This is an optimization exercise on Yosys and OpenROAD, whose aim is small area, a short achievable clock period and few clock cycles, not a production implementation. Only simulation tests tie the RTL to the original design; equivalence was not proved.

Design rs_dec_kes, start of the top module:
module rs_dec_kes (
    input  logic        clk,
    input  logic        rst_n,
    input  logic        start,
    input  logic [299:0] syndromes_in_flat,
    output logic        done,
    output logic [159:0] lambda_flat,
    output logic [159:0] omega_flat
);
export LEC_CHECK = 0
export CAP_MARGIN = 35
export CORE_MARGIN = 2
export CORE_UTILIZATION = 50
export SETUP_SLACK_MARGIN = 3.0
export SLEW_MARGIN = 35
create_clock -name core_clock -period 9.0 [get_ports {clk}]
standard.sh (not shown) runs the stock make flow with config.mk's settings and CLKGATE_MAP_FILE= SYNTH_SCRIPT=/design/flow/synth_recipe.tcl, a recipe that flattens the netlist after the stock synthesis.
==> flow/flow/run.sh <==
#!/bin/bash
# The standard layout (the standard.sh, unchanged synthesis and steps),
# with the port buffers inserted by buffer_ports made of
# sky130_fd_sc_hd__buf_2 instead of the default cell.
set -euo pipefail
export BUFFER_PORTS_ARGS="-buffer_cell sky130_fd_sc_hd__buf_2"
bash standard.sh "BUFFER_PORTS_ARGS=-buffer_cell sky130_fd_sc_hd__buf_2" finish > standard_flow.log 2>&1
The starting point produced a clean layout.
Testbench counts at the start, summed over its fixed seeds: cycles 76,522.
==> next run, changes <==
SETUP_SLACK_MARGIN = 2.7   (was 3.0)
The changed run completed without violations.
Area after synthesis is unchanged.
Sequential share of layout area hardly moves.
Maximum frequency came out lower by a few percent.
Non-clock buffer count is lower by 79.
Wire length decreases slightly.
Count of clock-buffer cells in the layout came out higher by 1.
==> next run, changes <==
SETUP_SLACK_MARGIN = 3.3   (was 2.7)
Outcome:
- wire length is higher by 3.7%
- clock-buffer cell count is lower by 2
- core utilization is higher by 3.3 points
- setup slack gains 0.46 ns

---

The RTL this note starts from:
==> flow/design.v <==
module gf_mul (
    input  logic [9:0] a,
    input  logic [9:0] b,
    output logic [9:0] y
);
    logic [9:0] ap [0:9];
    always_comb begin
        ap[0] = a;
        for (int j = 1; j < 10; j++)
            ap[j] = {ap[j-1][8:0], 1'b0} ^ (ap[j-1][9] ? 10'h009 : 10'h000);
        y = 10'd0;
        for (int j = 0; j < 10; j++)
            if (b[j]) y = y ^ ap[j];
    end
endmodule
module rs_dec_kes (
    input  logic        clk,
    input  logic        rst_n,
    input  logic        start,
    input  logic [299:0] syndromes_in_flat,
    output logic        done,
    output logic [159:0] lambda_flat,
    output logic [159:0] omega_flat
);
    localparam logic [2:0] IDLE = 3'd0, ITER = 3'd1, OMG = 3'd2, VER = 3'd3,
                           SCL  = 3'd4, FIN  = 3'd5, RST = 3'd6;
    localparam logic [4:0] KMAX = 5'd22;
    logic [9:0] S [0:29];
    always_comb for (int n = 0; n < 30; n++) S[n] = syndromes_in_flat[10*n +: 10];
    logic [2:0] st;
    logic       om;            
    logic       sc;            
    logic       omx;           
    logic       nobet;         
    logic       fail;          
    logic [4:0] cnt;           
    logic [4:0] L;
    logic [4:0] kp1;           
    logic [4:0] ex;            
    logic [9:0] gam;
    logic [9:0] cpow;          
    logic [9:0] lam [0:15];
    logic [9:0] b   [0:14];    
    logic [9:0] w   [0:15];    
    logic [9:0] sg2, sg3;      
    logic [9:0] p [0:15];
    logic [9:0] delta;
    for (genvar i = 0; i < 16; i++) begin : g1
        gf_mul u (.a(lam[i]), .b(w[i]), .y(p[i]));
    end
    always_comb begin
        delta = 10'd0;
        for (int i = 0; i < 16; i++) delta = delta ^ p[i];
    end
    wire [9:0] gsel = omx ? (sc ? cpow : sg2) : gam;
    wire [9:0] dsel = omx ? (sc ? cpow : sg3) : delta;
    logic [9:0] t2 [0:15];
    logic [9:0] t3 [0:15];
    logic [9:0] lnx [0:15];
    for (genvar i = 0; i < 16; i++) begin : g2
        gf_mul u (.a(gsel), .b(lam[i]), .y(t2[i]));
    end
    assign t3[0] = 10'd0;
    for (genvar i = 1; i < 16; i++) begin : g3
        wire [9:0] bs = om ? lam[i-1] : b[i-1];
        gf_mul u (.a(bs), .b(dsel), .y(t3[i]));
    end
    always_comb for (int i = 0; i < 16; i++) lnx[i] = t2[i] ^ t3[i];
    function automatic logic [9:0] gsq(input logic [9:0] a);
        logic [9:0] r;
        r = 10'd0;
        for (int i = 9; i >= 0; i--) begin
            r = {r[8:0], 1'b0} ^ (r[9] ? 10'h009 : 10'h000);
            if (a[i]) r = r ^ a;
        end
        gsq = r;
    endfunction
    logic [9:0] csq, cmul;
    assign csq = gsq(cpow);
    gf_mul u_cp (.a(csq), .b(gam), .y(cmul));
    wire in_it = (st == ITER);
    wire last_it = in_it && (cnt == 5'd29);
    wire dnz = (delta != 10'd0);
    wire lok = ({L, 1'b0} <= {1'b0, cnt});
    wire upd = dnz && lok;
    wire bet = in_it && !dnz && lok && (cnt <= KMAX) && !nobet;
    logic [3:0] ua;
    logic [9:0] r1a, r2a, r3a, r1, r2, r3;
    always_comb begin
        ua = cnt[3:0] - 4'd1;
        case (ua)
            4'd9: begin r1a = S[29]; r3a = S[28]; r2a = S[27]; end
            4'd8: begin r1a = S[26]; r3a = S[25]; r2a = S[24]; end
            4'd7: begin r1a = S[23]; r3a = S[22]; r2a = S[21]; end
            4'd6: begin r1a = S[20]; r3a = S[19]; r2a = S[18]; end
            4'd5: begin r1a = S[17]; r3a = S[16]; r2a = S[15]; end
            4'd4: begin r1a = S[14]; r3a = S[13]; r2a = S[12]; end
            4'd3: begin r1a = S[11]; r3a = S[10]; r2a = S[9];  end
            4'd2: begin r1a = S[8];  r3a = S[7];  r2a = S[6];  end
            4'd1: begin r1a = S[5];  r3a = S[4];  r2a = S[3];  end
            default: begin r1a = S[2]; r3a = S[1]; r2a = S[0]; end
        endcase
        r1 = in_it ? S[14] : r1a;
        r2 = (in_it || init) ? ((in_it ? bet : bets) ? S[27] : S[12]) : r2a;
        r3 = (in_it || init) ? ((in_it ? bet : bets) ? S[28] : S[13]) : r3a;
    end
    wire [9:0] snext = S[cnt + 5'd1];
    logic vbad, sbad;
    logic [5:0] cq;
    always_comb begin
        vbad = 1'b0;
        cq = 6'd0;
        for (int q = 12; q < 15; q++) begin
            cq = 6'(q + 3) + 6'(3 * cnt[3:0]);
            if (cq >= {1'b0, kp1} && cq <= 6'd29 && b[q] != 10'd0) vbad = 1'b1;
        end
        sbad = 1'b0;
        for (int q = 0; q < 15; q++)
            if (5'(q) >= kp1 && b[q] != 10'd0) sbad = 1'b1;
    end
    wire s0nz = (S[0] != 10'd0);
    wire s1nz = (S[1] != 10'd0);
    wire allz = (syndromes_in_flat == 300'd0);
    wire init = ((st == IDLE || st == FIN) && start) || (st == RST);
    logic [9:0] m01, m02, sq0, sq1, d2;
    gf_mul u_s01 (.a(S[0]), .b(S[1]), .y(m01));
    gf_mul u_s02 (.a(S[0]), .b(S[2]), .y(m02));
    assign sq0 = gsq(S[0]);
    assign sq1 = gsq(S[1]);
    assign d2  = s0nz ? (m02 ^ sq1) : S[2];         
    wire d2nz = (d2 != 10'd0);
    wire lok2 = s0nz || !s1nz;                      
    wire upd2 = d2nz && lok2;
    wire bets = !d2nz && lok2 && !allz && (st != RST);    
    always_ff @(posedge clk or negedge rst_n) begin
        if (!rst_n) begin
            st    <= IDLE;
            cnt   <= 5'd0;
            om    <= 1'b0;
            sc    <= 1'b0;
            omx   <= 1'b0;
            nobet <= 1'b0;
        end else begin
            case (st)
                ITER: begin
                    if (bet) begin
                        st <= VER; om <= 1'b1; omx <= 1'b1; cnt <= 5'd9;
                    end else if (last_it) begin
                        st <= OMG; om <= 1'b1; omx <= 1'b1; cnt <= 5'd4;
                    end else cnt <= cnt + 5'd1;
                end
                OMG: begin
                    cnt <= cnt - 5'd1;
                    if (cnt[3:0] == 4'd0) begin st <= FIN; om <= 1'b0; omx <= 1'b0; end
                end
                VER: begin
                    cnt <= cnt - 5'd1;
                    if (cnt[3:0] == 4'd0) begin st <= SCL; om <= 1'b0; sc <= 1'b1; end
                end
                SCL: begin
                    sc <= 1'b0;
                    omx <= 1'b0;
                    st <= (fail || sbad) ? RST : FIN;
                end
                RST: begin
                    st <= ITER; cnt <= 5'd3; nobet <= 1'b1;
                end
                default: begin
                    if (start) begin
                        nobet <= 1'b0;
                        if (allz) st <= FIN;
                        else if (bets) begin
                            st <= VER; om <= 1'b1; omx <= 1'b1; cnt <= 5'd9;
                        end else begin
                            st <= ITER; cnt <= 5'd3;
                        end
                    end else st <= IDLE;
                end
            endcase
        end
    end
    always_ff @(posedge clk) begin
        if (init) begin
            for (int i = 0; i < 16; i++) lam[i] <= 10'd0;
            for (int i = 0; i < 15; i++) b[i] <= 10'd0;
            if (s0nz) begin
                lam[0] <= sq0; lam[1] <= m01; lam[2] <= d2;
                if (upd2) begin b[0] <= S[0]; b[1] <= S[1]; end
                else b[2] <= 10'd1;
                gam <= upd2 ? d2 : S[0];
                L   <= upd2 ? 5'd2 : 5'd1;
            end else if (s1nz) begin
                lam[0] <= S[1]; lam[1] <= S[2]; lam[2] <= sq1;
                b[1] <= 10'd1;
                gam <= S[1];
                L   <= 5'd2;
            end else begin
                lam[0] <= 10'd1; lam[3] <= S[2];
                if (upd2) b[0] <= 10'd1;
                else if (!allz) b[3] <= 10'd1;
                gam <= upd2 ? S[2] : 10'd1;
                L   <= upd2 ? 5'd3 : 5'd0;
            end
        end else if (in_it) begin
            for (int i = 0; i < 16; i++) lam[i] <= lnx[i];
            if (upd) begin
                for (int i = 0; i < 15; i++) b[i] <= lam[i];
                gam <= delta;
                L   <= cnt + 5'd1 - L;
            end else begin
                b[0] <= 10'd0;
                for (int i = 1; i < 15; i++) b[i] <= b[i-1];
            end
        end else if (om) begin
            for (int j = 0; j < 15; j++)
                b[j] <= (j >= 3 ? b[j-3] : 10'd0) ^ (j >= 2 ? p[j-2] : 10'd0) ^ lnx[j];
        end else if (sc) begin
            for (int i = 0; i < 16; i++) lam[i] <= t2[i];
            for (int j = 0; j < 15; j++) b[j] <= t3[j+1];
        end
        if (bet || init) begin
            kp1  <= in_it ? cnt + 5'd1 : 5'd3;
            ex   <= in_it ? 5'd29 - cnt : 5'd27;
            cpow <= 10'd1;
            fail <= 1'b0;
        end else if (st == VER) begin
            if (vbad) fail <= 1'b1;
            if (cnt[3:0] >= 4'd5) cpow <= ex[cnt[3:0] - 4'd5] ? cmul : csq;
        end
        if (init) begin
            w[0] <= bets ? S[29] : S[3];
            w[1] <= S[2]; w[2] <= S[1]; w[3] <= S[0];
            for (int i = 4; i < 16; i++) w[i] <= 10'd0;
        end else if (in_it && !last_it) begin
            w[0] <= bet ? S[29] : snext;
            for (int i = 1; i < 16; i++) w[i] <= w[i-1];
        end else begin
            for (int i = 0; i < 16; i++) w[i] <= r1;
        end
        sg2 <= r2;
        sg3 <= r3;
    end
    assign done = (st == FIN);
    always_comb begin
        for (int n = 0; n < 16; n++) lambda_flat[10*n +: 10] = lam[n];
        omega_flat[9:0] = lam[0];
        for (int j = 1; j < 16; j++)
            omega_flat[10*j +: 10] = lam[j] ^ b[j-1];
    end
endmodule
Settings: LEC_CHECK=0, CAP_MARGIN=20, CORE_MARGIN=2, CORE_UTILIZATION=45, SETUP_SLACK_MARGIN=3.0, SLEW_MARGIN=20; clock period 9.0 ns.
Scripts as last shown in full above: flow/flow/run.sh
Testbench counts at the start, summed over its fixed seeds: cycles 76,522.
Rerun with:
--- a/flow/config.mk
+++ b/flow/config.mk
@@ -9,3 +9,3 @@
 export CORE_MARGIN = 2
-export CORE_UTILIZATION = 45
+export CORE_UTILIZATION = 50
 export SETUP_SLACK_MARGIN = 3.0
- routed wire length is about the same
- worst setup slack improved by 0.069 ns
- synthesized cell count stays the same
- clock-buffer cell count went down by 2
- utilization went up by 5.6 points
- maximum frequency went up slightly
- non-clock buffer count went up by 8
- die area went down by roughly a tenth

[static timing again, ports no longer ideal]
The flow's constraints put no driver on any port. The routed layouts listed below were extracted and timed again, unchanged, in two steps.
Step 1 sets driving cells, clkbuf_16 on the clock port and buf_2 on the other inputs (assumed; they add their load-dependent delay and slew).
Step 2 moves the port delays by t, midway between the first and last clock arrival at a register: inputs arrive t later, outputs are due t later. That takes back most of the time a late clock gives input paths.
Three values: no drivers, after step 1, after step 2; two values: the first two.
run	t (ns)	setup slack, ns	worst register clock-pin slew, ns
the first run of note 1	0.895	2.797 / 2.797 / 2.262	0.08 / 0.08
the second run of note 1	0.867	2.652 / 2.652 / 1.966	0.08 / 0.08
the third run of note 1	0.881	3.112 / 3.112 / 2.448	0.07 / 0.07
the first run of note 2	0.894	2.698 / 2.698 / 2.211	0.07 / 0.07
the second run of note 2	0.877	2.767 / 2.767 / 2.382	0.07 / 0.07
After both steps setup and hold are still met in every run listed. For the second run of note 1, which loses most, drivers alone change the setup slack by 0.000 ns; drivers and shift together by -0.686 ns.
